This is an optimization exercise on Yosys and OpenROAD, whose aim is small area and a short achievable clock period, not a production implementation. In this exercise RTL edits were held to simulation tests only and were not proved equivalent to the original. Power is estimated from default activity; no workload was simulated.

<file path="design/flow/config.mk">
export PLATFORM = sky130hd
export DESIGN_NAME = Microprocessor
export DESIGN_NICKNAME = Microprocessor
export VERILOG_FILES = /design/flow/design.v
export SDC_FILE = /design/flow/constraint.sdc
export NUM_CORES = 4
export LEC_CHECK = 0
export CAP_MARGIN = 20
export CORE_MARGIN = 2
export CORE_UTILIZATION = 45
export CTS_CLUSTER_DIAMETER = 100
export CTS_CLUSTER_SIZE = 26
export SETUP_SLACK_MARGIN = 4.3
export SLEW_MARGIN = 20
</file>
<file path="design/flow/constraint.sdc">
create_clock -name core_clock -period 11.0 [get_ports {clk}]
set_input_delay 2.2000 -clock core_clock [delete_from_list [all_inputs] [get_ports {clk}]]
set_output_delay 2.2000 -clock core_clock [all_outputs]
set_load 0.01 [all_outputs]
</file>
<file path="design/flow/design.v">
`timescale 1ns / 1ps
module Microprocessor(ins, A, B, current_address, ans_ex, mux_ans_dm, ans_wb, data_out, data_in, interrupt, clk, reset,
                      pm_data, dm_en, dm_we, dm_wdata, dm_rdata);
input [7:0] data_in;
input clk;
input interrupt;
input reset;
input [19:0] pm_data;
input [7:0] dm_rdata;
output [7:0] data_out;
output [19:0] ins;
output [7:0] A;
output [7:0] B;
output [7:0] current_address;
output [7:0] ans_ex;
output [7:0] mux_ans_dm;
output [7:0] ans_wb;
output dm_en;
output dm_we;
output [7:0] dm_wdata;
reg        rst_d;                     
reg [19:0] ins_temp;                  
reg        stall_pm, Q_LD, Q_JMP1, Q_JMP2;
reg [7:0]  address_hold;              
reg        interrupt_reg;
reg [7:0]  current_adr_reg;
reg [1:0]  flag_reg;
reg        Load_reg, imm_sel, mem_en_dec, mem_rw_dec;
reg [4:0]  op_dec;
reg [4:0]  Rw1, Rw2, Rw3, Rw4;
reg [1:0]  selA, selB;                
reg        dmA, dmB;                  
reg        ubA, ubB;                  
reg [7:0]  ans_ex_r, data_out_r, B_Bypass;
reg        mem_en_ex, mem_rw_ex;
reg [1:0]  flag_ex_clk;               
reg [7:0]  ans_reg;
reg        mem_mux_sel_dm;
reg [7:0]  ans_wb_r;
reg [7:0]  rf [0:31];
wire [4:0] ra_raw = ins_temp[9:5];
wire [4:0] rb_raw = ins_temp[4:0];
wire [4:0] Imm    = ins_temp[4:0];
assign ins = stall_pm ? ins_temp : pm_data;
wire [4:0] op_i = ins[19:15];
wire d_jump    = (op_i == 5'b11000);
wire d_conj    = (ins[19:17] == 3'b111);
wire d_load    = (op_i == 5'b10100) & ~Load_reg;
wire clear_adr = ~(d_jump | d_conj | Load_reg);
wire ld_st     = (ins[19:16] == 4'b1010);
wire [4:0] rw1_n = (reset & clear_adr) ? ins[14:10] : 5'b0;
wire [4:0] rw2_n = reset ? Rw1 : 5'b0;
wire [4:0] rw3_n = reset ? Rw2 : 5'b0;
wire [4:0] rw4_n = reset ? Rw3 : 5'b0;
wire z1 = (Rw1 == 5'b0), z2 = (Rw2 == 5'b0), z3 = (Rw3 == 5'b0);
function [1:0] fsel;
	input rst, clr;
	input [4:0] r;
	input [4:0] w2, w3, w4;
	input y2, y3, y4;
	reg e2, e3, e4;
	begin
		e2 = ~rst | (clr ? (r == w2) : y2);
		e3 = ~rst | (clr ? (r == w3) : y3);
		e4 = ~rst | (clr ? (r == w4) : y4);
		fsel = e2 ? 2'b01 : e3 ? 2'b10 : e4 ? 2'b11 : 2'b00;
	end
endfunction
wire [1:0] selA_n = fsel(reset, clear_adr, ins[9:5], Rw1, Rw2, Rw3, z1, z2, z3);
wire [1:0] selB_n = fsel(reset, clear_adr, ins[4:0], Rw1, Rw2, Rw3, z1, z2, z3);
wire       msel_n = reset & mem_en_ex & ~mem_rw_ex;
wire [255:0] rfv;
genvar g;
generate
	for (g = 0; g < 32; g = g + 1) begin : rfw
		assign rfv[g*8 +: 8] = rf[g];
	end
endgenerate
assign mux_ans_dm = mem_mux_sel_dm ? dm_rdata : ans_reg;
wire [7:0] A_f, B_f, A_c, B_c;        
opsel_a opA(.y(A), .yf(A_f), .yc(A_c), .m(rfv), .a(ra_raw), .ub(ubA), .tex(selA == 2'b01),
            .treg((selA == 2'b10) & ~dmA), .twb(selA == 2'b11), .tdm(dmA),
            .ex(ans_ex_r), .rg(ans_reg), .wb(ans_wb_r), .dm(dm_rdata));
opsel_b opB(.y(B), .yf(B_f), .yc(B_c), .m(rfv), .a(rb_raw), .ub(ubB), .tex((selB == 2'b01) & ~imm_sel),
            .treg((selB == 2'b10) & ~dmB & ~imm_sel), .twb((selB == 2'b11) & ~imm_sel), .tdm(dmB),
            .ex(ans_ex_r), .rg(ans_reg), .wb(ans_wb_r), .dm(dm_rdata), .timm(imm_sel), .imm(Imm));
wire       lo     = ~op_dec[4];
wire [2:0] f      = op_dec[2:0];
wire       e_add  = lo & (f == 3'b000);
wire       e_sub  = lo & (f == 3'b001);
wire       e_mov  = lo & (f == 3'b010);
wire       e_and  = lo & (f == 3'b100);
wire       e_or   = lo & (f == 3'b101);
wire       e_xor  = lo & (f == 3'b110);
wire       e_not  = lo & (f == 3'b111);
wire       e_pasa = (op_dec[4:1] == 4'b1010);             
wire       e_in   = (op_dec == 5'b10110);
wire       e_shl  = (op_dec == 5'b11001);
wire       e_sar  = (op_dec == 5'b11011);
wire       e_sh   = e_shl | (op_dec == 5'b11010) | e_sar;
wire       e_keep = (op_dec == 5'b10000) | (op_dec == 5'b10001) | (op_dec == 5'b10111) |
                    (op_dec == 5'b11000) | (op_dec[4:2] == 3'b111);    
wire [3:0] lut = ({4{e_mov}}  & 4'b1010) | ({4{e_and}} & 4'b1000) | ({4{e_or}} & 4'b1110) |
                 ({4{e_xor}}  & 4'b0110) | ({4{e_not}} & 4'b0101) | ({4{e_pasa}} & 4'b1100);
wire [7:0] lres;
genvar gi;
generate
	for (gi = 0; gi < 8; gi = gi + 1) begin : lu
		assign lres[gi] = lut[{A[gi], B[gi]}];
	end
endgenerate
wire [7:0] sum = A + (B ^ {8{f[0]}}) + {7'b0, f[0]};
wire [2:0] s = B[2:0];
wire [7:0] Ar = {A[0], A[1], A[2], A[3], A[4], A[5], A[6], A[7]};
wire [7:0] shin = e_shl ? Ar : A;
wire       fill = e_sar & A[7];
wire [15:0] shw = {{8{fill}}, shin} >> s;
wire [7:0] sho = shw[7:0];
wire [7:0] shres = e_shl ? {sho[0], sho[1], sho[2], sho[3], sho[4], sho[5], sho[6], sho[7]} : sho;
wire [7:0] ans_temp = lres | ({8{e_add | e_sub}} & sum) | ({8{e_in}} & data_in) |
                      ({8{e_sh}} & shres) | ({8{e_keep}} & ans_ex_r);
wire j_ret = (op_i == 5'b10000);
wire [7:0] jmp_loc = j_ret ? current_adr_reg : (interrupt_reg ? 8'hf0 : ins[7:0]);
wire [7:0] inc_adr = address_hold + 8'd1;
wire [7:0] Jr = rst_d ? jmp_loc : 8'b0;
wire e_fkeep = e_pasa | (op_dec == 5'b10111) | (op_dec == 5'b11000) | (op_dec[4:2] == 3'b111);   
wire zk = (e_in & (data_in == 8'b0)) | (e_fkeep & flag_ex_clk[1]);
wire ck = e_fkeep & flag_ex_clk[0];
wire z_f, c_f, stall;
flagpc fpc(.ca(current_address), .Z(z_f), .C(c_f), .A(A_f), .B(B_f), .AC(A_c), .BC(B_c), .e_add(e_add), .e_sub(e_sub),
           .e_eq(e_sub | e_xor), .e_mov(e_mov), .e_and(e_and), .e_or(e_or), .e_not(e_not),
           .e_shl(e_shl), .e_shr((op_dec == 5'b11010) | e_sar), .zk(zk), .ck(ck), .op(op_i),
           .H(address_hold), .I(inc_adr), .Jr(Jr), .rst_d(rst_d), .Q_LD(Q_LD), .Q_JMP2(Q_JMP2),
           .intr(interrupt_reg), .stall(stall));
wire [1:0] flag_ex = {z_f, c_f};
assign ans_ex   = ans_ex_r;
assign data_out = data_out_r;
assign ans_wb   = ans_wb_r;
assign dm_en    = mem_en_ex;
assign dm_we    = mem_rw_ex;
assign dm_wdata = B_Bypass;
always @(posedge clk) begin
	rst_d        <= reset;
	ins_temp     <= ins;
	address_hold <= current_address;
	stall_pm     <= reset & stall;
	Q_LD         <= reset & rst_d & (op_i == 5'b10100) & ~Q_LD;
	Q_JMP1       <= reset & rst_d & (ins[19:17] == 3'b111) & ~Q_JMP2;
	Q_JMP2       <= reset & Q_JMP1;
	interrupt_reg   <= reset & interrupt;
	current_adr_reg <= reset ? (interrupt ? current_address : current_adr_reg) : 8'b0;
	flag_reg        <= reset ? (interrupt ? flag_ex : flag_reg) : 2'b0;
	Load_reg   <= reset & d_load;
	imm_sel    <= reset & ~ins[19] & ins[18];
	mem_en_dec <= reset & ld_st & ~mem_en_dec;
	mem_rw_dec <= reset & ins[0] & ~mem_rw_dec;
	op_dec     <= reset ? op_i : 5'b0;
	Rw1 <= rw1_n;
	Rw2 <= rw2_n;
	Rw3 <= rw3_n;
	Rw4 <= rw4_n;
	selA <= selA_n;
	selB <= selB_n;
	dmA  <= (selA_n == 2'b10) & msel_n;
	dmB  <= (selB_n == 2'b10) & msel_n & ~(reset & ~ins[19] & ins[18]);
	ubA  <= (selA_n == 2'b00);
	ubB  <= (selB_n == 2'b00) & ~(reset & ~ins[19] & ins[18]);
	ans_ex_r    <= reset ? ans_temp : 8'b0;
	data_out_r  <= reset ? ((op_dec == 5'b10111) ? A : data_out_r) : 8'b0;
	B_Bypass    <= B;
	mem_en_ex   <= reset & mem_en_dec;
	mem_rw_ex   <= reset & mem_rw_dec;
	flag_ex_clk <= flag_ex;
	ans_reg        <= reset ? ans_ex_r : 8'b0;
	mem_mux_sel_dm <= msel_n;
	ans_wb_r       <= reset ? mux_ans_dm : 8'b0;
end
wire [7:0] wd0 = ans_wb_r & {8{rst_d}};
wire [7:0] wd1 = ans_wb_r | {8{~rst_d}};
generate
	for (g = 0; g < 32; g = g + 1) begin : bank
		localparam [7:0] RV = ((g / 10) << 4) | (g % 10);
		wire we = ~rst_d | (Rw4 == g);
		wire [7:0] wd = (wd1 & RV) | (wd0 & ~RV);
		always @(posedge clk)
			if (we) rf[g] <= wd;
	end
endgenerate
endmodule
`timescale 1ns / 1ps
module flagpc(ca, Z, C, A, B, AC, BC, e_add, e_sub, e_eq, e_mov, e_and, e_or, e_not, e_shl, e_shr, zk, ck, op,
              H, I, Jr, rst_d, Q_LD, Q_JMP2, intr, stall);
output [7:0] ca;
output Z, C, stall;
input [7:0] A, B;
input [7:0] AC, BC;              
input e_add, e_sub, e_eq, e_mov, e_and, e_or, e_not, e_shl, e_shr, zk, ck;
input [4:0] op;                
input [7:0] H, I, Jr;
input rst_d, Q_LD, Q_JMP2, intr;
wire [8:0] sum = {1'b0, A} + {1'b0, B};
wire [8:0] sumc = {1'b0, AC} + {1'b0, BC};
wire [2:0] s = B[2:0];
wire [7:0] mlo = 8'hff >> s;
wire [7:0] mhi = 8'hff << s;
assign Z = zk | (e_add & (sum[7:0] == 8'b0)) | (e_eq & (A == B)) | (e_mov & (B == 8'b0)) |
           (e_and & ((A & B) == 8'b0)) | (e_or & ((AC | BC) == 8'b0)) | (e_not & (B == 8'hff)) |
           ((e_shl | e_shr) & ((A & (({8{e_shl}} & mlo) | ({8{e_shr}} & mhi))) == 8'b0));
assign C = ck | (e_add & sumc[8]) | (e_sub & (AC >= BC) & (B != 8'b0));
wire fsel = op[1];
wire conj = (op[4:2] == 3'b111);
assign stall = rst_d & (((op == 5'b10100) & ~Q_LD) | (op == 5'b10001) | (conj & ~Q_JMP2));
wire ts = (op == 5'b11000) | (op == 5'b10000) | intr;
wire T1 = ts | (conj & ~op[0]);
wire T0 = ts | (conj &  op[0]);
wire F = fsel ? Z : C;
wire [7:0] seq = stall ? H : I;
wire [7:0] P1 = T1 ? Jr : (seq & {8{rst_d}});
wire [7:0] P0 = T0 ? Jr : (seq & {8{rst_d}});
assign ca = F ? P1 : P0;
endmodule
`timescale 1ns / 1ps
module opsel_a(y, yf, yc, m, a, ub, tex, treg, twb, tdm, ex, rg, wb, dm);
output [7:0] y, yf, yc;
input [255:0] m;
input [4:0] a;
input ub, tex, treg, twb, tdm;
input [7:0] ex, rg, wb, dm;
assign yf = y;
assign yc = y;
assign y = ({8{ub}} & m[a*8 +: 8]) | ({8{tex}} & ex) | ({8{treg}} & rg) | ({8{twb}} & wb) | ({8{tdm}} & dm);
endmodule
module opsel_b(y, yf, yc, m, a, ub, tex, treg, twb, tdm, ex, rg, wb, dm, timm, imm);
output [7:0] y, yf, yc;
input [255:0] m;
input [4:0] a;
input ub, tex, treg, twb, tdm;
input [7:0] ex, rg, wb, dm;
input timm;
input [4:0] imm;
assign yf = y;
assign yc = y;
assign y = ({8{ub}} & m[a*8 +: 8]) | ({8{tex}} & ex) | ({8{treg}} & rg) | ({8{twb}} & wb) | ({8{tdm}} & dm) |
           {3'b000, {5{timm}} & imm};
endmodule
</file>
<file path="design/flow/flow/run.sh">
#!/bin/bash
# Own layout flow: the standard layout (standard.sh) with three changes to
# synthesis only. Registers, flattening, renaming, and floorplan to finish are
# as in the standard flow.
#  1. Yosys's full/half-adder extraction (ADDER_MAP_FILE) is skipped, so ABC
#     maps adders and comparators as plain logic with fast carry paths.
#  2. The combinational modules opsel_a, opsel_b (register-bank read port
#     merged with operand forwarding) and flagpc (flags and next address) are
#     replaced by gl.v, hand-mapped sky130hd netlists of the same functions,
#     which flow/gen_gl.py writes here first. Synthesis treats them as black
#     boxes (SYNTH_BLACKBOXES), and they are read in before the final flatten.
#  3. ABC maps the rest of the top module for area (flow/own_abc.script in
#     place of ORFS's speed script): its logic is off the critical paths,
#     which run through the hand-mapped modules.
# One change to placement: the buffers that the standard flow puts on every
# input and output port are sky130_fd_sc_hd__buf_1 (BUFFER_PORTS_ARGS) rather
# than the delay cell buffer_ports picks by default; the resizer may size them.
set -euo pipefail
W=$PWD
python3 flow/gen_gl.py gl.v > gen_gl.log 2>&1
{
  head -n 1 synth_recipe.tcl
  echo 'set ::env(ADDER_MAP_FILE) ""'
  echo "set ::own_abc_script $W/flow/own_abc.script"
  echo 'proc own_fix_abc {args} { global abc_args; set i [lsearch -exact $abc_args -script]; if {$i >= 0} { lset abc_args [expr {$i + 1}] $::own_abc_script } }'
  echo 'trace add variable ::abc_args write own_fix_abc'
  sed -n '2p' synth_recipe.tcl
  echo "read_verilog -overwrite $W/gl.v"
  echo 'hierarchy -check -top $::env(DESIGN_NAME)'
  tail -n +3 synth_recipe.tcl
} > own_synth.tcl
sed "s#SYNTH_SCRIPT=[^ ]*#SYNTH_SCRIPT=$W/own_synth.tcl#" standard.sh > own_standard.sh
export SYNTH_BLACKBOXES='opsel_a opsel_b flagpc'
export BUFFER_PORTS_ARGS='-buffer_cell sky130_fd_sc_hd__buf_1'
bash own_standard.sh finish > flow_make.log 2>&1
</file>
<file path="design/flow/flow/gen_gl.py">
#!/usr/bin/env python3
"""Generates hand-mapped sky130hd netlists for the combinational modules
opsel_a, opsel_b (register-bank read port merged with the operand-forwarding
mux) and flagpc (ALU flags and next program-memory address).
Each has the same function as the behavioural module of the same name in
rtl/RB.v / rtl/JumpControlBlock.v.  Usage: gen_gl.py OUTFILE (run by flow/run.sh)"""
import sys
P = 'sky130_fd_sc_hd__'

class Mod:
    def __init__(self, name, ports, decls):
        self.name, self.ports, self.decls = name, ports, decls
        self.cells, self.wires, self.n = [], [], 0
    def w(self, name):
        self.wires.append(name)
        return name
    def c(self, typ, out, **pins):
        self.n += 1
        if out is not None:
            op, net = out
            pins[op] = net
        conn = ', '.join('.%s(%s)' % (k, v) for k, v in pins.items())
        self.cells.append('  %s%s g%d (%s);' % (P, typ, self.n, conn))
    def g(self, typ, opin, **pins):
        """cell with a fresh output wire, returns the wire"""
        o = self.w('n%d' % (self.n + 1))
        self.c(typ, (opin, o), **pins)
        return o
    def text(self):
        s = 'module %s(%s);\n' % (self.name, ', '.join(self.ports))
        s += ''.join('  %s;\n' % d for d in self.decls)
        s += ''.join('  wire %s;\n' % x for x in self.wires)
        s += '\n'.join(self.cells) + '\nendmodule\n'
        return s

def opsel(name, with_imm):
    ports = ['y', 'yf', 'yc', 'm', 'a', 'ub', 'tex', 'treg', 'twb', 'tdm', 'ex', 'rg', 'wb', 'dm']
    decls = ['output [7:0] y, yf, yc', 'input [255:0] m', 'input [4:0] a', 'input ub, tex, treg, twb, tdm',
             'input [7:0] ex, rg, wb, dm']
    if with_imm:
        ports += ['timm', 'imm']
        decls += ['input timm', 'input [4:0] imm']
    M = Mod(name, ports, decls)
    an = [M.g('inv_1', 'Y', A='a[%d]' % i) for i in range(5)]
    bit = lambda i, v: ('a[%d]' % i) if v else an[i]
    pn = [M.g('nand3_1', 'Y', A='ub', B=bit(0, k & 1), C=bit(1, k >> 1)) for k in range(4)]
    qn = [M.g('nand3_1', 'Y', A=bit(2, j & 1), B=bit(3, (j >> 1) & 1), C=bit(4, j >> 2)) for j in range(8)]
    s = [M.g('nor2_1', 'Y', A=pn[i & 3], B=qn[i >> 2]) for i in range(32)]
    for b in range(8):
        terms = [(s[i], 'm[%d]' % (i * 8 + b)) for i in range(32)]
        terms += [('tex', 'ex[%d]' % b), ('treg', 'rg[%d]' % b), ('twb', 'wb[%d]' % b)]
        if with_imm and b < 5:
            terms.append(('timm', 'imm[%d]' % b))
        lo = []   # active-low partial terms
        for k in range(0, len(terms), 2):
            pr = terms[k:k + 2]
            if len(pr) == 2:
                lo.append(M.g('a22oi_1', 'Y', A1=pr[0][0], A2=pr[0][1], B1=pr[1][0], B2=pr[1][1]))
            else:
                lo.append(M.g('nand2_1', 'Y', A=pr[0][0], B=pr[0][1]))
        hi = []   # active-high partial ORs
        k = 0
        while k < len(lo):
            grp = lo[k:k + 4]
            if len(grp) == 4:
                hi.append(M.g('nand4_1', 'Y', A=grp[0], B=grp[1], C=grp[2], D=grp[3]))
            elif len(grp) == 3:
                hi.append(M.g('nand3_1', 'Y', A=grp[0], B=grp[1], C=grp[2]))
            elif len(grp) == 2:
                hi.append(M.g('nand2_1', 'Y', A=grp[0], B=grp[1]))
            else:
                hi.append(M.g('inv_1', 'Y', A=grp[0]))
            k += 4
        assert len(hi) == 5, len(hi)
        v0 = M.g('nor3_1', 'Y', A=hi[0], B=hi[1], C=hi[2])
        v1 = M.g('nor2_1', 'Y', A=hi[3], B=hi[4])
        dn = M.g('nand2_1', 'Y', A='tdm', B='dm[%d]' % b)
        M.c('nand3_1', ('Y', 'y[%d]' % b), A=v0, B=v1, C=dn)
        M.c('nand3_1', ('Y', 'yf[%d]' % b), A=v0, B=v1, C=dn)
        M.c('nand3_1', ('Y', 'yc[%d]' % b), A=v0, B=v1, C=dn)
    return M

def flagpc():
    ports = ['ca', 'Z', 'C', 'A', 'B', 'AC', 'BC', 'e_add', 'e_sub', 'e_eq', 'e_mov', 'e_and', 'e_or', 'e_not',
             'e_shl', 'e_shr', 'zk', 'ck', 'op', 'H', 'I', 'Jr', 'rst_d', 'Q_LD', 'Q_JMP2', 'intr', 'stall']
    decls = ['output [7:0] ca', 'output Z, C, stall', 'input [7:0] A, B, AC, BC',
             'input e_add, e_sub, e_eq, e_mov, e_and, e_or, e_not, e_shl, e_shr, zk, ck',
             'input [4:0] op', 'input [7:0] H, I, Jr', 'input rst_d, Q_LD, Q_JMP2, intr']
    M = Mod('flagpc', ports, decls)
    a = ['A[%d]' % i for i in range(8)]
    b = ['B[%d]' % i for i in range(8)]
    xn = [M.g('xnor2_1', 'Y', A=a[i], B=b[i]) for i in range(8)]
    o = [M.g('or2_1', 'X', A=a[i], B=b[i]) for i in range(8)]
    gn = [M.g('nand2_1', 'Y', A=a[i], B=b[i]) for i in range(8)]
    ac = ['AC[%d]' % i for i in range(8)]
    bc = ['BC[%d]' % i for i in range(8)]
    pn = [M.g('nor2_1', 'Y', A=ac[i], B=bc[i]) for i in range(8)]
    bn = [M.g('inv_1', 'Y', A=b[i]) for i in range(8)]
    ne = {k: M.g('inv_1', 'Y', A=k) for k in ('e_add', 'e_eq', 'e_mov', 'e_and', 'e_or', 'e_not', 'zk', 'op[1]')}
    ne['fsel'] = ne['op[1]']
    ne_sh = M.g('nor2_1', 'Y', A='e_shl', B='e_shr')
    def zero8(v, nen):
        f1 = M.g('nand4_1', 'Y', A=v[0], B=v[1], C=v[2], D=v[3])
        f2 = M.g('nand4_1', 'Y', A=v[4], B=v[5], C=v[6], D=v[7])
        if nen is None:
            return None, f1, f2
        return M.g('nor3_1', 'Y', A=f1, B=f2, C=nen), f1, f2
    t = [xn[0]] + [M.g('xor2_1', 'X', A=xn[i], B=o[i - 1]) for i in range(1, 8)]
    zadd, _, _ = zero8(t, ne['e_add'])
    zeq, _, _ = zero8(xn, ne['e_eq'])
    zmov, fM1, fM2 = zero8(bn, ne['e_mov'])
    znot, _, _ = zero8(b, ne['e_not'])
    zand, _, _ = zero8(gn, ne['e_and'])
    zor, _, _ = zero8(pn, ne['e_or'])
    # shift thresholds th[k] = (B[2:0] <= k)
    th = [None] * 8
    th[0] = M.g('nor3_1', 'Y', A=b[0], B=b[1], C=b[2])
    th[1] = M.g('nor2_1', 'Y', A=b[1], B=b[2])
    th[2] = M.g('a21oi_1', 'Y', A1=b[1], A2=b[0], B1=b[2])
    th[3] = bn[2]
    th[4] = M.g('o21ai_0', 'Y', A1=b[1], A2=b[0], B1=b[2])
    th[5] = M.g('nand2_1', 'Y', A=b[2], B=b[1])
    th[6] = M.g('nand3_1', 'Y', A=b[2], B=b[1], C=b[0])
    wn = [None] * 8
    wn[0] = M.g('a21oi_1', 'Y', A1='e_shr', A2=th[0], B1='e_shl')
    wn[7] = M.g('a21oi_1', 'Y', A1='e_shl', A2=th[0], B1='e_shr')
    for i in range(1, 7):
        wn[i] = M.g('a22oi_1', 'Y', A1='e_shl', A2=th[7 - i], B1='e_shr', B2=th[i])
    k = [M.g('nand2b_1', 'Y', A_N=wn[i], B=a[i]) for i in range(8)]
    _, fS1, fS2 = zero8(k, None)
    zsh = M.g('nor3_1', 'Y', A=fS1, B=fS2, C=ne_sh)
    y1 = M.g('nor3_1', 'Y', A=zadd, B=zeq, C=zmov)
    y2 = M.g('nor3_1', 'Y', A=znot, B=zand, C=zor)
    y3 = M.g('nor2_1', 'Y', A=zsh, B='zk')
    M.c('nand3_1', ('Y', 'Z'), A=y1, B=y2, C=y3)
    y2f = M.g('nor4_1', 'Y', A=znot, B=zand, C=zor, D=ne['fsel'])   # y2 & fsel
    # carries: prefix trees on active-low generate / propagate, generates gated by the op
    def carry(gl, pl):
        G10 = M.g('o21ai_0', 'Y', A1=pl[1], A2=gl[0], B1=gl[1])
        G32 = M.g('o21ai_0', 'Y', A1=pl[3], A2=gl[2], B1=gl[3])
        P32 = M.g('nor2_1', 'Y', A=pl[3], B=pl[2])
        G54 = M.g('o21ai_0', 'Y', A1=pl[5], A2=gl[4], B1=gl[5])
        P54 = M.g('nor2_1', 'Y', A=pl[5], B=pl[4])
        G76 = M.g('o21ai_0', 'Y', A1=pl[7], A2=gl[6], B1=gl[7])
        P76 = M.g('nor2_1', 'Y', A=pl[7], B=pl[6])
        G30n = M.g('a21oi_1', 'Y', A1=P32, A2=G10, B1=G32)
        G74n = M.g('a21oi_1', 'Y', A1=P76, A2=G54, B1=G76)
        P74n = M.g('nand2_1', 'Y', A=P76, B=P54)
        return M.g('o21ai_0', 'Y', A1=P74n, A2=G30n, B1=G74n)
    gan = [M.g('nand3_1', 'Y', A=ac[i], B=bc[i], C='e_add') for i in range(8)]
    cadd_e = carry(gan, pn)
    gsn = [M.g('nand3b_1', 'Y', A_N=bc[i], B=ac[i], C='e_sub') for i in range(8)]
    psn = [M.g('nor2b_1', 'Y', A=ac[i], B_N=bc[i]) for i in range(8)]
    bcn0 = M.g('inv_1', 'Y', A=bc[0])
    gsn[0] = M.g('o21ai_0', 'Y', A1=ac[0], A2=bcn0, B1='e_sub')   # carry-in 1: bit 0 generates when a0 | ~b0
    csub_e = carry(gsn, psn)
    bnz = M.g('or2_1', 'X', A=fM1, B=fM2)
    Cn = M.g('a211oi_1', 'Y', A1=csub_e, A2=bnz, B1=cadd_e, C1='ck')
    M.c('inv_1', ('Y', 'C'), A=Cn)
    # F = fsel ? Z : C  =  ~(fsel & y1 & y2 & y3 | ~fsel & Cn)
    # decode of the instruction in decode (op = ins[19:15]): stall and jumps
    i15, i16, i17, i18, i19 = ('op[%d]' % k for k in range(5))
    c1 = M.g('nor2_1', 'Y', A=i15, B='Q_LD')                 # ~i15 & ~Q_LD
    bb = M.g('mux2_1', 'X', A0=i15, A1=c1, S=i17)            # LD (i17) or HLT (~i17) pattern of the low bits
    aa = M.g('nor2_1', 'Y', A=i18, B=i16)
    nqj = M.g('inv_1', 'Y', A='Q_JMP2')
    dd = M.g('and3_1', 'X', A=i18, B=i17, C=nqj)             # conditional jump, not repeated
    ee = M.g('a21o_1', 'X', A1=aa, A2=bb, B1=dd)
    M.c('and3_1', ('X', 'stall'), A='rst_d', B=i19, C=ee)
    uu = M.g('nor3_1', 'Y', A=i17, B=i16, C=i15)
    jr = M.g('a21o_1', 'X', A1=uu, A2=i19, B1='intr')        # JMP, RET or interrupt
    cj = M.g('and3_1', 'X', A=i19, B=i18, C=i17)
    n15 = M.g('inv_1', 'Y', A=i15)
    T1 = M.g('a21o_1', 'X', A1=cj, A2=n15, B1=jr)
    T0 = M.g('a21o_1', 'X', A1=cj, A2=i15, B1=jr)
    # next address: seq = stall ? H : I; P_f = T_f ? Jr : (seq & rst_d); ca = F ? P_1 : P_0
    nrst = M.g('inv_1', 'Y', A='rst_d')
    for i in range(8):
        seqn = M.g('mux2i_1', 'Y', A0='I[%d]' % i, A1='H[%d]' % i, S='stall')
        sr = M.g('nor2_1', 'Y', A=seqn, B=nrst)
        p1n = M.g('mux2i_1', 'Y', A0=sr, A1='Jr[%d]' % i, S=T1)
        p0n = M.g('mux2i_1', 'Y', A0=sr, A1='Jr[%d]' % i, S=T0)
        F = M.g('a32oi_1', 'Y', A1=y1, A2=y2f, A3=y3, B1=ne['fsel'], B2=Cn)   # F = fsel ? Z : C, one per bit
        M.c('mux2i_1', ('Y', 'ca[%d]' % i), A0=p0n, A1=p1n, S=F)
    return M

with open(sys.argv[1], 'w') as f:
    f.write('// Generated by gen_gl.py: hand-mapped sky130hd netlists.\n')
    for M in (opsel('opsel_a', False), opsel('opsel_b', True), flagpc()):
        f.write(M.text())
</file>
<file path="design/flow/flow/own_abc.script">
strash
dch
map -a
topo
stime -c
</file>
<file path="design/flow/standard.sh">
#!/bin/bash
# synth_recipe.tcl (not shown) runs the flow's synth.tcl, then flattens the netlist and writes it again
# the make line also repeats each setting of config.mk as NAME=value (left out here)
make -C /OpenROAD-flow-scripts/flow DESIGN_CONFIG=/design/flow/config.mk WORK_HOME=/design/flow/orfs CLKGATE_MAP_FILE= SYNTH_SCRIPT=/design/flow/synth_recipe.tcl "${@:-finish}"
</file>
==> results.txt, run 1 <==
* Inst Count DP at around 2,600
* Largest net degree at the start of global routing at 49
* Highest Clock Rate at between 100 and 150 MHz
* Psw at 0.00119 W
* RSZ-0062 raised after global routing: true
* Mapped cell area at between 15,000 and 20,000 um^2
* Worst-margin pin slew at 1100 ps
* DRT iter0 DRCs at ~2,200
* Max reg flops at approximately 260
* Layout cells sized above 1 at 0.140
* Fin. Hold Viols at 0
* CTS Buf Count at 19
* Pins Over Slew Limit at 0
* Syn nets at 1,902
* Syn_area_per_cell at 9.82 um^2
* CTS clk-pin slew, worst paths at 90 ps
* Setup violations, final at 0
* Largest Register: rf
* Num rows at 73
* Ports at roughly 130
* Antenna violations before repair at 1
* Chip Width at 206 um
* Worst setup path class: in2out
* Synth warnings at 2
* Peak supply drop at 0.000101 V
* Worst-path maximum fanout at 9
* Rel. slew slack at 0.261
* Routed Antenna Nets at 0
* GR Overflow Total at 0
* P_int at 0.00227 W
* Crit path DAT at between 4000 and 5000 ps
* 1st-pass router iterations at 8
* DR vias/cell at 6.36
* Period minus WS final at 6680 ps
* Final std cells w/o fill at 2,609
* CTS sink count at between 300 and 400
* GRT Total Usage at 0.304
* Pwr per Cell Area at between 150 and 200 nW/um^2
* Synth Instances at ~1,900
* Comb power frac at 0.255
* Switching Share at 0.343
* Nets at 2,110
* First-pass GRT wire length at 95.8 mm
* Routed Wire Length at 66.0 mm
* H-tree depth at 1
* Die Footprint at between 40,000 and 50,000 um^2
* DR vias at roughly 17,000
* Clock root buffer: clkbuf_16
* Outcome: complete, no violations
* Leak at 7.48 nW
* Tcrit/Tclk final at 0.607
* Worst Path Required at between 8000 and 9000 ps
* Hold Path Class: reg2reg
* Number of global-route vias before repair at 15,190
* Initial core utilization at 0.458
* Clock Power Share at 0.236
* CTS Hold Bufs at 0
* Core area at about 40,000 um^2
* DP Wirelength at 48.8 mm
* Area growth syn-to-layout at 18.3%
* Latest clock arrival within the worst-skew pair at 560 ps
* Wire per inst at 25.3 um
* Worst setup EP type: primary output
* Top Registers: rf: 256 flops, ins_temp: 20 flops
* Final setup TNS at 0 ps
* PortBufs at 124
* CTS tree: yes
* MaxCap Viol Count at 0
* Seq pwr share at 0.509
* Clock skew at between 30 and 40 ps
* Die H at between 200 and 250 um
* Clock Path Buffers at 3
* CP startpoint kind: input pin
* DRC viols at 0
* Gpl congestion at 0.986
## metrics by stage
step | utilization | hold slack (ps) | power [W] | instance area (um^2) | setup slack [ps]
6_report | 0.542 | 403 | 0.00346 | 21600 | 4320
5_1_grt | 0.542 | 430 | 0.00361 | 21600 | 4140
4_1_cts | 0.519 | 406 | 0.00337 | 20700 | 4310
2_1_floorplan | - | 383 | 0.00224 | 18300 | 4530
3_5_place_dp | 0.494 | 391 | 0.00254 | 19700 | 3530
3_3_place_gp | 0.494 | 387 | 0.00254 | 19700 | 3660
## placed cells by master (no fill, tap or decap), types with 20 or more instances in the layout
| cell type | count |
|---|---|
| nand2_1 | 162 |
| a22oi_1 | 276 |
| buf_1 | 118 |
| nor3_4 | 20 |
| nor2_1 | 194 |
| o21ai_0 | 111 |
| dfxtp_1 | 113 |
| nand3_4 | 23 |
| nor3_1 | 22 |
| mux2i_1 | 30 |
| nand3_2 | 20 |
| nand3_1 | 52 |
| clkinv_1 | 131 |
| nand4_1 | 83 |
| edfxtp_1 | 256 |
| inv_1 | 28 |
| a21oi_1 | 59 |
| buf_4 | 57 |
| nor2_2 | 50 |
| xor2_1 | 42 |
## worst max-delay path: stages
cell and delay (ps):
buf_1 170, nand2_2 130, nand3_4 160, o21ai_0 130
a22oi_1 190, nand2b_1 130, nand4_1 160, nor3_4 280
nor2_4 140, a32oi_2 290, mux2i_2 320, buf_2 190
## routing by layer
layer	wire length (um)	vias up	share of wire	GRT usage
met2	28900	986	0.44	0.457
met1	28200	8061	0.43	0.450
li1	-	7431	-	-
met4	1630	0	0.025	0.0797
met5	0	-	0	0
met3	7250	113	0.11	0.0573
## timing repair
item                                    4_1_cts  5_1_grt
pin swaps                                     8       55
hold endpoints to repair                      0        0
buffers inserted                              3       20
resized for setup                            81      177
gates cloned                                  0        2
endpoints found under the setup margin        8        8
## power groups by stage
stage	registers [W]	logic, W	clock network (W)
finish	0.00176	0.000884	0.000815
global route	0.00177	0.000963	0.000874
CTS	0.00175	0.000789	0.000827
detailed placement	0.00178	0.000757	0
global placement	0.00178	0.000752	0
floorplan	0.00175	0.000490	0
## area by class of cell
cell class,instances,area (um^2)
sequential,380,10200
multi-input combinational,1321,8610
clock buffer,29,513
fill,3509,18300
tap,525,657
antenna,1,2.50
inverter,164,626
clock inverter,4,57.6
timing repair buffer,185,981
## worst paths after layout
| kind | startpoint | end | slack, ps | depth (start not counted) |
|---|---|---|---|---|
| setup / recovery | dm_rdata[1] | current_address[1] | 4320 | 12 |
| hold reg to reg | Q_JMP1 | Q_JMP2 | 400 | 2 |
| hold / removal | Q_JMP1 | Q_JMP2 | 400 | 2 |
| setup reg to reg | imm_sel | ans_ex_r[7] | 6130 | 19 |
==> run 2: changes to the inputs <==
--- a/design/flow/config.mk
+++ b/design/flow/config.mk
@@ -12,3 +12,3 @@
 export CTS_CLUSTER_SIZE = 26
-export SETUP_SLACK_MARGIN = 4.3
+export SETUP_SLACK_MARGIN = 4.6
 export SLEW_MARGIN = 20
==> results.txt, run 2 <==
* Outcome: complete, no violations
* Antenna violations before repair at 1 (unchanged)
* Peak supply drop at 0.000140 V (+38%)
* Clock root buffer: clkbuf_16
* Synth warnings at 2 (unchanged)
* Crit path DAT at 4480 ps (about the same)
* First-pass GRT wire length at 100 mm (+4.7%)
* CP startpoint kind: flip-flop
* Number of global-route vias before repair at 15,563 (+2.5%)
* CTS sink count at 380 (unchanged)
* Latest clock arrival within the worst-skew pair at 560 ps (about the same)
* Largest net degree at the start of global routing at 49 (unchanged)
* CTS Hold Bufs at 0 (unchanged)
* CTS Buf Count at 19 (unchanged)
* Clock skew at 30.2 ps (-0.848 ps)
* Highest Clock Rate at 150 MHz (about the same)
* Largest Register: rf
* Layout cells sized above 1 at 0.208 (+0.0679)
* Area growth syn-to-layout at 23.5%
* Wire per inst at 26.1 um (+3.3%)
* Die Footprint at 42,300 um^2 (unchanged)
* Nets at 2,156 (+2.2%)
* GRT Total Usage at 0.322 (+0.0173)
* Worst setup path class: reg2out
* Chip Width at 206 um (unchanged)
* Num rows at 73 (unchanged)
* Routed Wire Length at 69.3 mm (+4.9%)
* Leading cell type in the layout, fill and taps excluded: edfxtp_1
* DRC viols at 0 (unchanged)
* Period minus WS final at 6680 ps (+1.37 ps)
* Die H at 206 um (unchanged)
* Initial core utilization at 0.458 (unchanged)
* Worst-margin pin slew at 1120 ps (+16.9 ps)
* DRT iter0 DRCs at 2,230 (+3.6%)
* Tcrit/Tclk final at 0.607 (about the same)
* Ports at 125 (unchanged)
* DP Wirelength at 50.0 mm (+2.5%)
* Number of diodes at 0 (-1)
* Gpl congestion at 1.03 (+4.2%)
* Setup violations, final at 0 (unchanged)
* H-tree depth at 1 (unchanged)
* Pwr per Cell Area at 156 nW/um^2 (-2.6%)
* DR vias/cell at 6.43 (+1.0%)
* RSZ-0062 raised after global routing: true
* MaxCap Viol Count at 0 (unchanged)
* Syn_area_per_cell at 9.82 um^2 (unchanged)
* Max reg flops at 256 (unchanged)
* Hold Path Class: reg2reg
* Worst setup EP type: primary output
* Final setup TNS at 0 ps (unchanged)
* Top Registers: rf: 256 flops, ins_temp: 20 flops
* Routed Antenna Nets at 0 (unchanged)
* 1st-pass router iterations at 6 (-2)
* Core area at 39,900 um^2 (unchanged)
* Fin. Hold Viols at 0 (unchanged)
* Mapped cell area at 18,300 um^2 (unchanged)
* Pins Over Slew Limit at 0 (unchanged)
* Rel. slew slack at 0.255 (-0.00645)
* Most frequent cells in the layout: edfxtp_1 (256), a22oi_1 (229), nor2_1 (177)
* Fillers at 3,473 (-1.0%)
* CTS tree: yes
* CTS clk-pin slew, worst paths at 100 ps (about the same)
* Leak at 7.87 nW (+5.2%)
* Syn nets at 1,902 (unchanged)
* PortBufs at 124 (unchanged)
* Synth Instances at 1,863 (unchanged)
* Worst-path maximum fanout at 8 (-1)
* GR Overflow Total at 0 (unchanged)
* DR vias at 17,022 (+2.6%)
* Clock Path Buffers at 3 (unchanged)
* Worst Path Required at 8800 ps (about the same)
* Post-Route Utilization at 0.566 (+0.0238)
## run 2: cell types whose count changed in the layout (fill, tap and decap cells not counted), moves of 9 or more
| cell | delta |
|---|---|
| a22oi_1 | -47 |
| a22oi_2 | +47 |
| buf_1 | -10 |
| buf_2 | +9 |
| buf_4 | +38 |
| nand2_1 | -12 |
| nand3_4 | +9 |
| nor2_1 | -17 |
| nor2_4 | +10 |
## run 2: worst paths after layout
kind / startpoint / cells after the start / end / slack (ps)
max: ins_temp[4] / 18 / current_address[3] / 4320
min: Q_JMP1 / 2 / Q_JMP2 / 400
max reg2reg: ins_temp[1] / 22 / ans_ex_r[7] / 6330
min reg2reg: Q_JMP1 / 2 / Q_JMP2 / 400
## run 2: per-layer routing
| layer | GRT usage | part of all wire | wire, um |
|---|---|---|---|
| met5 | 0 | 0 | 0 |
| met4 | 0.0817 | 0.026 | 1810 |
| met3 | 0.0657 | 0.10 | 7240 |
| met2 | 0.475 | 0.43 | 30000 |
| met1 | 0.481 | 0.44 | 30200 |
## run 2: power breakdown
part | switching [W] | internal [W]
logic | 0.000626 | 0.000321
registers | 0.000119 | 0.00165
clock network | 0.000462 | 0.000338
total | 0.00121 | 0.00231
## run 2: stage by stage
stage               cell area [um^2]  power, W  setup slack, ps  std cells  hold WS [ps]
floorplan                      18300   0.00224             4610       1863           383
global placement               19700   0.00255             3510       2551           388
detailed placement             19800   0.00255             3790       2552           402
CTS                            21600   0.00346             4500       2613           408
global route                   22600   0.00367             4260       2649           437
finish                         22600   0.00352             4320       2649           405
## run 2: what timing repair did
action                                  CTS  global route
pin swaps                                37            52
cloned                                    3             0
setup buffers                            30            36
resized for setup                       250           139
endpoints found under the setup margin    8             8
endpoints found under the hold margin     0             0
## run 2: critical path, cell delays in order (launching register included)
cell,delay [ps]
dfxtp_4,430
clkinvlp_4,230
nand3_4,250
nor2_2,150
a22oi_2,170
nand4_1,240
nor3_4,400
nand3_4,190
buf_6,170
a21oi_4,160
a22oi_2,100
nand2b_1,150
nand4_1,140
nor3_4,60
buf_12,140
nor2_4,280
a32oi_2,190
mux2i_1,270
buf_2,180
## run 2: cell type report
class                   instances  area, um^2  area share
clock buffers                  22         487      0.0215
clock inverters                 6        75.1     0.00332
flip-flops and latches        380       10200       0.452
inverters                     164         641      0.0283
well taps                     525         657      0.0291
multi-input cells            1322        9130       0.404
repair buffers                230        1400      0.0620
==> run 3: changes to the inputs <==
--- a/design/flow/config.mk
+++ b/design/flow/config.mk
@@ -9,6 +9,6 @@
 export CORE_MARGIN = 2
-export CORE_UTILIZATION = 45
+export CORE_UTILIZATION = 50
 export CTS_CLUSTER_DIAMETER = 100
-export CTS_CLUSTER_SIZE = 26
-export SETUP_SLACK_MARGIN = 4.6
+export CTS_CLUSTER_SIZE = 28
+export SETUP_SLACK_MARGIN = 4.3
 export SLEW_MARGIN = 20
==> results.txt, run 3 <==
* Outcome: complete, no violations
* Hold Path Class: reg2reg
* CTS tree: yes
* DP Wirelength at 48.5 mm (-3.0%)
* Psw at 0.00116 W (-3.5%)
* Number of diodes at 0 (unchanged)
* Worst setup EP type: primary output
* GRT Total Usage at 0.333 (+0.0115)
* Critical path, cell by cell: inv_1 -> nand3_2 -> nor2_2 -> a22oi_2 -> nand4_1 -> nor3_4 -> nand3_4 -> or2_1 -> xor2_1 -> nand4_1 -> nor3_2 -> nor3_4 -> buf_12 -> a32oi_2 -> mux2i_2 -> buf_1
* Worst Path Required at 8800 ps (about the same)
* Largest Register: rf
* Core area at 36,300 um^2 (-8.9%)
* Chip Width at 195 um (-5.0%)
* Number of global-route vias before repair at 14,905 (-4.2%)
* Comb power frac at 0.253 (-0.017)
* Max reg flops at 256 (unchanged)
* Nets at 2,106 (-2.3%)
* CP max-delay cell: dfxtp_2
* H-tree depth at 1 (unchanged)
* Switching Share at 0.339 (-0.00437)
* CTS Buf Count at 18 (-1)
* DR vias at 16,559 (-2.7%)
* Setup violations, final at 0 (unchanged)
* MaxCap Viol Count at 0 (unchanged)
* Clock root buffer: clkbuf_16
* Period minus WS final at 6650 ps (-35.7 ps)
* Largest net degree at the start of global routing at 50 (+2.0%)
* Mapped cell area at 18,300 um^2 (unchanged)
* PortBufs at 124 (unchanged)
* Top Registers: rf: 256 flops, ins_temp: 20 flops
* Pins Over Slew Limit at 0 (unchanged)
* Peak supply drop at 0.000144 V (+3.0%)
* CTS sink count at 380 (unchanged)
* Worst-path maximum fanout at 9 (+1)
* Syn_area_per_cell at 9.82 um^2 (unchanged)
* DR vias/cell at 6.50 (+1.2%)
* CP max stage delay at 450 ps (+20 ps)
* Antenna violations before repair at 0 (-1)
* Leak at 7.48 nW (-4.9%)
* CP Launch Point: ins_temp[3]
* Wire per inst at 26.0 um (-0.56%)
* DRT iter0 DRCs at 2,250 (+0.90%)
* RSZ-0062 raised after global routing: true
* Synth Instances at 1,863 (unchanged)
* Total power at 0.00344 W (-2.3%)
* Layout cells sized above 1 at 0.144 (-0.0633)
* Die Footprint at 38,100 um^2 (-9.8%)
* Final setup TNS at 0 ps (unchanged)
* Die H at 195 um (-5.0%)
* Hold_sp: Q_JMP1
* Syn nets at 1,902 (unchanged)
* Buf/Inv on CP at 3 (-1)
* Tcrit/Tclk final at 0.604 (-0.00325)
* Highest Clock Rate at 150 MHz (+0.54%)
* Leading cell type in the layout, fill and taps excluded: a22oi_1
* CTS clk-pin slew, worst paths at 100 ps (about the same)
* Clock Path Buffers at 3 (unchanged)
* Reg-to-Reg Start: ubB
* Rel. slew slack at 0.238 (-0.0162)
* 1st-pass router iterations at 7 (+1)
* Crit path DAT at 4450 ps (-30 ps)
* GR Overflow Total at 0 (unchanged)
* Routed Antenna Nets at 0 (unchanged)
* Gpl congestion at 0.969 (-5.7%)
* First-pass GRT wire length at 94.7 mm (-5.5%)
* Most frequent cells in the layout: a22oi_1 (280), edfxtp_1 (256), nor2_1 (183)
* Num rows at 70 (-4.1%)
* Seq pwr share at 0.512 (+0.009)
* Clock Power Share at 0.235 (+0.008)
* P_int at 0.00227 W (-1.6%)
* CP startpoint kind: flip-flop
* Area growth syn-to-layout at 17.7%
* DRC viols at 0 (unchanged)
* Clock skew at 34.8 ps (+4.55 ps)
* Worst setup path class: reg2out
* Initial core utilization at 0.503 (+0.0450)
* Worst-margin pin slew at 1130 ps (+16.8 ps)
* CP delay by family, top: simple AND/OR/NAND/NOR gates
* Latest clock arrival within the worst-skew pair at 570 ps (about the same)
* Pwr per Cell Area at 160 nW/um^2 (+2.6%)
* Fin. Hold Viols at 0 (unchanged)
* Ports at 125 (unchanged)
* Routed Wire Length at 66.2 mm (-4.4%)
* CTS Hold Bufs at 0 (unchanged)
* Synth warnings at 2 (unchanged)
## run 3: tightest hold or removal path, delay by kind of cell (launching register included)
family / cells / cell delay [ps]
DFF: 1 / 310
buffers and inverters: 1 / 40
and+or+nand+nor: 1 / 30
## run 3: per-stage QoR
step,cell area [um^2],hold slack (ps),std cells,util,setup slack [ps]
3_5_place_dp,19700,398,2495,0.541,3830
3_3_place_gp,19600,386,2492,0.540,3620
6_report,21500,412,2547,0.592,4350
5_1_grt,21500,430,2547,0.592,4160
2_1_floorplan,18300,383,1863,-,4530
4_1_cts,20500,417,2528,0.564,4300
## run 3: timing repair
item / 4_1_cts / 5_1_grt
buffers inserted: 1 / 15
pin swaps: 5 / 50
gates cloned: 0 / 4
gates resized for setup: 55 / 218
endpoints found under the setup margin: 8 / 8
## run 3: final timing paths
path	end	slack, ps	depth (start not counted)
min reg2reg	Q_JMP2	410	2
min	Q_JMP2	410	2
max reg2reg	ans_ex_r[7]	6320	21
max	current_address[1]	4350	16
## run 3: per-layer routing
layer	wire length, um	share of wire	vias up	global-route usage
li1	-	-	7419	-
met1	27600	0.42	8035	0.483
met2	29600	0.45	972	0.512
met3	7170	0.11	133	0.0696
met4	1940	0.029	0	0.0854
met5	0	0	-	0
## run 3: power groups by stage
stage,registers [W],logic (W),clock network [W]
floorplan,0.00175,0.000490,0
global placement,0.00178,0.000742,0
detailed placement,0.00178,0.000751,0
CTS,0.00175,0.000766,0.000817
global route,0.00177,0.000944,0.000865
finish,0.00176,0.000869,0.000808
## run 3: area by class of cell
type	instances	area [um^2]
multi-input combinational	1322	8630
inverter	164	618
fill	3150	14800
tap	468	586
sequential	380	10200
clock inverter	5	46.3
clock buffer	27	515
timing repair buffer	181	941
==> run 4: changes to the inputs <==
--- a/design/flow/design.v
+++ b/design/flow/design.v
@@ -30,5 +30,5 @@
 reg [4:0]  Rw1, Rw2, Rw3, Rw4;
-reg [1:0]  selA, selB;                
 reg        dmA, dmB;                  
 reg        ubA, ubB;                  
+reg        exA, exB, rgA, rgB, wbA, wbB;   
 reg [7:0]  ans_ex_r, data_out_r, B_Bypass;
@@ -71,2 +71,3 @@
 wire       msel_n = reset & mem_en_ex & ~mem_rw_ex;
+wire       imm_n  = reset & ~ins[19] & ins[18];
 wire [255:0] rfv;
@@ -80,7 +81,7 @@
 wire [7:0] A_f, B_f, A_c, B_c;        
-opsel_a opA(.y(A), .yf(A_f), .yc(A_c), .m(rfv), .a(ra_raw), .ub(ubA), .tex(selA == 2'b01),
-            .treg((selA == 2'b10) & ~dmA), .twb(selA == 2'b11), .tdm(dmA),
+opsel_a opA(.y(A), .yf(A_f), .yc(A_c), .m(rfv), .a(ra_raw), .ub(ubA), .tex(exA),
+            .treg(rgA), .twb(wbA), .tdm(dmA),
             .ex(ans_ex_r), .rg(ans_reg), .wb(ans_wb_r), .dm(dm_rdata));
-opsel_b opB(.y(B), .yf(B_f), .yc(B_c), .m(rfv), .a(rb_raw), .ub(ubB), .tex((selB == 2'b01) & ~imm_sel),
-            .treg((selB == 2'b10) & ~dmB & ~imm_sel), .twb((selB == 2'b11) & ~imm_sel), .tdm(dmB),
+opsel_b opB(.y(B), .yf(B_f), .yc(B_c), .m(rfv), .a(rb_raw), .ub(ubB), .tex(exB),
+            .treg(rgB), .twb(wbB), .tdm(dmB),
             .ex(ans_ex_r), .rg(ans_reg), .wb(ans_wb_r), .dm(dm_rdata), .timm(imm_sel), .imm(Imm));
@@ -153,3 +154,3 @@
 	Load_reg   <= reset & d_load;
-	imm_sel    <= reset & ~ins[19] & ins[18];
+	imm_sel    <= imm_n;
 	mem_en_dec <= reset & ld_st & ~mem_en_dec;
@@ -161,8 +162,12 @@
 	Rw4 <= rw4_n;
-	selA <= selA_n;
-	selB <= selB_n;
 	dmA  <= (selA_n == 2'b10) & msel_n;
-	dmB  <= (selB_n == 2'b10) & msel_n & ~(reset & ~ins[19] & ins[18]);
+	dmB  <= (selB_n == 2'b10) & msel_n & ~imm_n;
 	ubA  <= (selA_n == 2'b00);
-	ubB  <= (selB_n == 2'b00) & ~(reset & ~ins[19] & ins[18]);
+	ubB  <= (selB_n == 2'b00) & ~imm_n;
+	exA  <= (selA_n == 2'b01);
+	exB  <= (selB_n == 2'b01) & ~imm_n;
+	rgA  <= (selA_n == 2'b10) & ~msel_n;
+	rgB  <= (selB_n == 2'b10) & ~msel_n & ~imm_n;
+	wbA  <= (selA_n == 2'b11);
+	wbB  <= (selB_n == 2'b11) & ~imm_n;
 	ans_ex_r    <= reset ? ans_temp : 8'b0;
--- a/design/flow/config.mk
+++ b/design/flow/config.mk
@@ -11,4 +11,4 @@
 export CTS_CLUSTER_DIAMETER = 100
-export CTS_CLUSTER_SIZE = 28
-export SETUP_SLACK_MARGIN = 4.3
+export CTS_CLUSTER_SIZE = 26
+export SETUP_SLACK_MARGIN = 4.4
 export SLEW_MARGIN = 20
==> results.txt, run 4 <==
* Syn_area_per_cell at 9.92 um^2 (+1.0%)
* Area growth syn-to-layout at 21.0%
* Worst-margin pin slew at 1120 ps (-10.4 ps)
* Leak at 7.67 nW (+2.5%)
* Fin. Hold Viols at 0 (unchanged)
* Ports at 125 (unchanged)
* Worst Path Required at 8800 ps (about the same)
* Core area at 36,300 um^2 (unchanged)
* Synth Instances at 1,845 (-0.97%)
* CTS tree: yes
* DR vias at 16,512 (-0.28%)
* Largest Register: rf
* CP startpoint kind: flip-flop
* CTS sink count at 382 (+0.53%)
* Worst setup EP type: primary output
* Outcome: complete, no violations
* Initial core utilization at 0.503 (about the same)
* Top Registers: rf: 256 flops, ins_temp: 20 flops
* PortBufs at 124 (unchanged)
* CTS Buf Count at 19 (+1)
* Hold worst-path end: Q_JMP2
* R2r endpoint: ans_ex_r[4]
* Number of global-route vias before repair at 14,634 (-1.8%)
* Hold Path Class: reg2reg
* Buf/Inv on CP at 3 (unchanged)
* Final std cells w/o fill at 2,555 (+0.31%)
* CP max stage delay at 420 ps (-30 ps)
* RSZ-0062 raised after global routing: true
* Worst setup path class: reg2out
* Largest net degree at the start of global routing at 54 (+8.0%)
* Wire per inst at 25.6 um (-1.4%)
* Leading cell type in the layout, fill and taps excluded: a22oi_1
* CTS Hold Bufs at 0 (unchanged)
* MaxCap Viol Count at 0 (unchanged)
* DRC viols at 0 (unchanged)
* Num rows at 70 (unchanged)
* Inst Count DP at 2,463 (-1.3%)
* Critical path, cell by cell: clkinvlp_4 -> nand3_4 -> nor2_4 -> a22oi_1 -> nand4_1 -> nor3_4 -> nand3_4 -> or2_1 -> xor2_1 -> nand4_1 -> nor3_2 -> nor3_1 -> buf_4 -> a32oi_2 -> mux2i_2 -> buf_2
* Antenna violations before repair at 1 (+1)
* Hold depth at 2 (unchanged)
* Clock root buffer: clkbuf_16
* DRT iter0 DRCs at 1,997 (-11%)
* Hold_sp: Q_JMP1
* Highest Clock Rate at 149 MHz (-0.93%)
* Post-place instance area at 19,600 um^2 (-0.49%)
* Mapped cell area at 18,300 um^2 (about the same)
* Setup violations, final at 0 (unchanged)
* Clock skew at 24.1 ps (-10.7 ps)
* Final setup TNS at 0 ps (unchanged)
* Latest clock arrival within the worst-skew pair at 570 ps (about the same)
* Worst-path maximum fanout at 9 (unchanged)
* Peak supply drop at 0.000169 V (+17%)
* Chip Width at 195 um (about the same)
* Routed Wire Length at 65.5 mm (-1.1%)
* Crit path DAT at 4510 ps (+60 ps)
* GR Overflow Total at 0 (unchanged)
* Die H at 195 um (about the same)
* Synth warnings at 2 (unchanged)
* CTS clk-pin slew, worst paths at 110 ps (about the same)
* Most frequent cells in the layout: a22oi_1 (264), edfxtp_1 (256), nor2_1 (166)
* Pins Over Slew Limit at 0 (unchanged)
* H-tree depth at 1 (unchanged)
* Fillers at 3,063 (-2.8%)
* GRT Total Usage at 0.330 (-0.00271)
* DR vias/cell at 6.46 (-0.60%)
* Period minus WS final at 6710 ps (+62.5 ps)
* First-pass GRT wire length at 94.3 mm (-0.42%)
* Die Footprint at 38,100 um^2 (about the same)
* DP Wirelength at 47.7 mm (-1.6%)
* Gpl congestion at 0.967 (-0.22%)
* Post-Route Utilization at 0.609 (+0.0171)
* CP delay by family, top: simple AND/OR/NAND/NOR gates
* Layout cells sized above 1 at 0.177 (+0.0332)
* Nets at 2,111 (+0.24%)
* Setup slack, reg-to-reg at 6430 ps (+110 ps)
* Rel. slew slack at 0.246 (+0.00771)
* CP max-delay cell: dfxtp_4
* Pwr per Cell Area at 154 nW/um^2 (-3.3%)
* Clock Path Buffers at 3 (unchanged)
* Reg-to-Reg Start: ins_temp[5]
* Cell area after layout at 22,100 um^2 (+2.9%)
* 1st-pass router iterations at 9 (+2)
* Max reg flops at 256 (unchanged)
* Tcrit/Tclk final at 0.610 (+0.00568)
* Cells on worst reg2reg path at 20 (-4.8%)
* Syn nets at 1,884 (-0.95%)
* Routed Antenna Nets at 0 (unchanged)
-- run 4: metrics by stage --
step                      power [W]  worst slack (ps)  hold WS, ps
after detailed placement    0.00249              3710          392
after floorplan             0.00222              4550          383
after CTS                   0.00334              4400          407
final                       0.00342              4290          403
after global routing        0.00356              4210          423
after global placement      0.00249              3830          386
-- run 4: what timing repair did --
action | 4_1_cts | 5_1_grt
resized for setup | 189 | 165
hold endpoints to repair | 0 | 0
cloned | 2 | 1
setup endpoints to repair | 8 | 8
setup buffers | 12 | 41
pin swaps | 28 | 69
-- run 4: worst max-delay path by stage --
stage               cells after the start                  to  slack, ps   startpoint
floorplan                               9  current_address[0]       4550  pm_data[17]
global placement                       12  current_address[4]       3830  dm_rdata[1]
detailed placement                     12  current_address[4]       3710  dm_rdata[2]
CTS                                    12  current_address[7]       4400  dm_rdata[1]
global route                           17  current_address[2]       4210  ins_temp[3]
finish                                 16  current_address[7]       4290  ins_temp[3]
-- run 4: final cells by class --
| class | instances | area, um^2 | area share |
|---|---|---|---|
| flip-flops and latches | 382 | 10200 | 0.463 |
| multi-input cells | 1294 | 8880 | 0.401 |
| repair buffers | 203 | 1200 | 0.0542 |
| inverters | 172 | 658 | 0.0297 |
| well taps | 468 | 586 | 0.0264 |
| clock buffers | 30 | 517 | 0.0233 |
| clock inverters | 4 | 50.0 | 0.00226 |
| diodes | 2 | 5.00 | 0.000226 |
-- run 4: per-layer routing --
layer / vias up / track usage / wire length [um]
met1: 7904 / 0.489 / 27700
met5: - / 0 / 13
met3: 158 / 0.0689 / 7140
met2: 1022 / 0.489 / 28300
met4: 2 / 0.0992 / 2430
li1: 7426 / - / -
-- run 4: power breakdown --
group,internal (W),switching (W),leakage (nW)
clock network,0.000337,0.000467,0.270
logic,0.000294,0.000565,3.74
registers,0.00166,0.000100,3.66
-- run 4: tightest hold or removal path, cell delays in order, from the launching register on --
cell      delay (ps)
dfxtp_1          310
clkinv_1          30
nor2_1            30
==> run 5: changes to the inputs <==
==> design/flow/flow/own_abc.script (replaced) <==
strash
dch
amap -F 5
topo
--- a/design/flow/config.mk
+++ b/design/flow/config.mk
@@ -12,3 +12,3 @@
 export CTS_CLUSTER_SIZE = 26
-export SETUP_SLACK_MARGIN = 4.4
+export SETUP_SLACK_MARGIN = 4.2
 export SLEW_MARGIN = 20
==> results.txt, run 5 <==
* Outcome: complete, no violations
* Layout cells sized above 1 at 0.112 (-0.0651)
* Worst Path Required at 8800 ps (about the same)
* Initial core utilization at 0.505 (+0.00183)
* Worst-path maximum fanout at 9 (unchanged)
* Crit path DAT at 4570 ps (+60 ps)
* Core area at 35,400 um^2 (-2.6%)
* Highest Clock Rate at 148 MHz (-0.85%)
* Worst setup path class: reg2out
* Worst-margin pin slew at 1160 ps (+40.1 ps)
* Setup violations, final at 0 (unchanged)
* First-pass GRT wire length at 91.0 mm (-3.5%)
* Leak at 6.98 nW (-9.0%)
* Die Footprint at 37,300 um^2 (-2.2%)
* Pwr per Cell Area at 159 nW/um^2 (+2.9%)
* Gpl congestion at 0.995 (+2.9%)
* Fillers at 3,088 (+0.82%)
* Post-Route Utilization at 0.584 (-0.0254)
* Peak supply drop at 0.000156 V (-7.8%)
* Synth warnings at 2 (unchanged)
* 1st-pass router iterations at 6 (-3)
* Nets at 1,958 (-7.2%)
* MaxCap Viol Count at 0 (unchanged)
* DRC viols at 0 (unchanged)
* Chip Width at 193 um (-1.1%)
* Clock skew at 22.3 ps (-1.81 ps)
* Final setup TNS at 0 ps (unchanged)
* Pins Over Slew Limit at 0 (unchanged)
* DR vias/cell at 6.84 (+5.8%)
* Routed Wire Length at 64.3 mm (-1.9%)
* Max reg flops at 256 (unchanged)
* Syn nets at 1,762 (-6.5%)
* Worst setup EP type: primary output
* Tcrit/Tclk final at 0.615 (+0.00523)
* CTS sink count at 382 (unchanged)
* Latest clock arrival within the worst-skew pair at 560 ps (about the same)
* GRT Total Usage at 0.333 (+0.00221)
* GR Overflow Total at 0 (unchanged)
* Synth Instances at 1,723 (-6.6%)
* RSZ-0062 raised after global routing: false
* Period minus WS final at 6770 ps (+57.5 ps)
* CTS clk-pin slew, worst paths at 100 ps (about the same)
* PortBufs at 124 (unchanged)
* Syn_area_per_cell at 10.4 um^2 (+4.7%)
* Num rows at 69 (-1.4%)
* CTS tree: yes
* Largest net degree at the start of global routing at 69 (+28%)
* DRT iter0 DRCs at 2,371 (+19%)
* Rel. slew slack at 0.219 (-0.0269)
* Leading cell type in the layout, fill and taps excluded: a22oi_1
* Top Registers: rf: 256 flops, ins_temp: 20 flops
* Fin. Hold Viols at 0 (unchanged)
* Die H at 193 um (-1.1%)
* Most frequent cells in the layout: a22oi_1 (295), edfxtp_1 (256), nor2_1 (170)
* Clock root buffer: clkbuf_16
* H-tree depth at 1 (unchanged)
* DR vias at 16,365 (-0.89%)
* Wire per inst at 26.9 um (+4.7%)
* Routed Antenna Nets at 0 (unchanged)
* Clock Path Buffers at 3 (unchanged)
* DP Wirelength at 47.5 mm (-0.50%)
* Final setup margin at 4230 ps (-57.5 ps)
* Hold Path Class: reg2reg
* Area growth syn-to-layout at 15.6%
* Ports at 125 (unchanged)
* CP startpoint kind: flip-flop
* Number of global-route vias before repair at 14,238 (-2.7%)
* Post-Place Setup Slack at 3860 ps (+151 ps)
* Largest Register: rf
* CTS Buf Count at 19 (unchanged)
* Mapped cell area at 17,900 um^2 (-2.3%)
* Antenna violations before repair at 0 (-1)
[run 5: cell type report]
| class | instances | area [um^2] | area share |
|---|---|---|---|
| Sequential cell | 382 | 10200 | 0.495 |
| Multi-Input combinational cell | 1218 | 7950 | 0.385 |
| Timing Repair Buffer | 173 | 847 | 0.0410 |
| Tap cell | 461 | 577 | 0.0279 |
| Clock buffer | 28 | 509 | 0.0246 |
| Inverter | 125 | 472 | 0.0228 |
| Clock inverter | 5 | 75.1 | 0.00363 |
| Antenna cell | 1 | 2.50 | 0.000121 |
[run 5: critical path, stage by stage, from the launching register on]
cell and delay (ps):
dfxtp_2 460, inv_1 160, nand3_1 220, nor2_1 190, a22oi_1 250, nand4_1 200, nor2_1 410, nand3_2 230
or2_1 280, xor2_1 140, nand4_1 200, nor3_2 220, nor3_1 90, buf_4 190, a32oi_1 220, mux2i_1 340
buf_2 200
[run 5: final timing paths]
path | slack [ps] | start | end | depth (start not counted)
worst min register to register | 410 | mem_rw_dec | mem_rw_dec | 1
worst max register to register | 5860 | ubB | ans_ex_r[7] | 16
worst min-delay path | 410 | mem_rw_dec | mem_rw_dec | 1
worst max-delay path | 4230 | ins_temp[7] | current_address[3] | 16
[run 5: report_power, final]
part | leakage [nW] | switching, W | internal [W]
clock | 0.283 | 0.000466 | 0.000359
combinational | 3.04 | 0.000481 | 0.000236
sequential | 3.65 | 0.0000990 | 0.00164
[run 5: stage by stage]
step	cell area [um^2]	hold slack, ps	instances	power, W
floorplan	17900	383	1723	0.00216
detailed placement	19200	393	2340	0.00242
finish	20700	411	2393	0.00328
global placement	19200	395	2339	0.00241
global route	20700	437	2392	0.00342
CTS	20000	408	2373	0.00323
[run 5: per-layer routing]
metal,vias to the layer above,track usage,share of wire
li1,7230,-,-
met1,7926,0.499,0.42
met2,1077,0.496,0.44
met3,132,0.0567,0.11
met4,0,0.0944,0.030
met5,-,0,0
[run 5: timing repair]
| item | CTS | global route |
|---|---|---|
| setup buffers | 0 | 16 |
| pin swaps | 2 | 25 |
| resized for setup | 57 | 123 |
| hold buffers | 0 | 0 |
| endpoints found under the setup margin | 8 | 8 |
| cloned | 0 | 2 |

[port drivers added, routing unchanged]
No port has a modelled driver above. Below, the same layouts with a new extraction and two added sets of constraints. Step 1 assumes that a clkbuf_16 drives the clock port and a buf_2 every other input. Step 2 adds t to the input delays and takes it off the output delays; t is the mean of the earliest and latest rising clock arrival at the registers after step 1. Input paths then give back, and output paths get back, about the clock's delay inside the block. Three values: ideal, step 1, step 2; two values: the first two.
run | shift t [ns] | setup slack, ns | worst setup path at the end | latest minus earliest clock arrival (ns)
run 1 | 0.603 | 4.320 / 4.258 / 4.258 | input to output | 0.036 / 0.035
run 2 | 0.609 | 4.319 / 4.258 / 4.330 | input to output | 0.031 / 0.031
run 3 | 0.607 | 4.355 / 4.296 / 4.314 | input to output | 0.035 / 0.035
run 4 | 0.610 | 4.292 / 4.234 / 4.302 | input to output | 0.026 / 0.026
run 5 | 0.601 | 4.235 / 4.180 / 4.194 | input to output | 0.025 / 0.024
After both steps setup and hold are still met in every run listed. For run 1, which loses most, drivers alone change the setup slack by -0.062 ns; drivers and shift together by -0.062 ns.
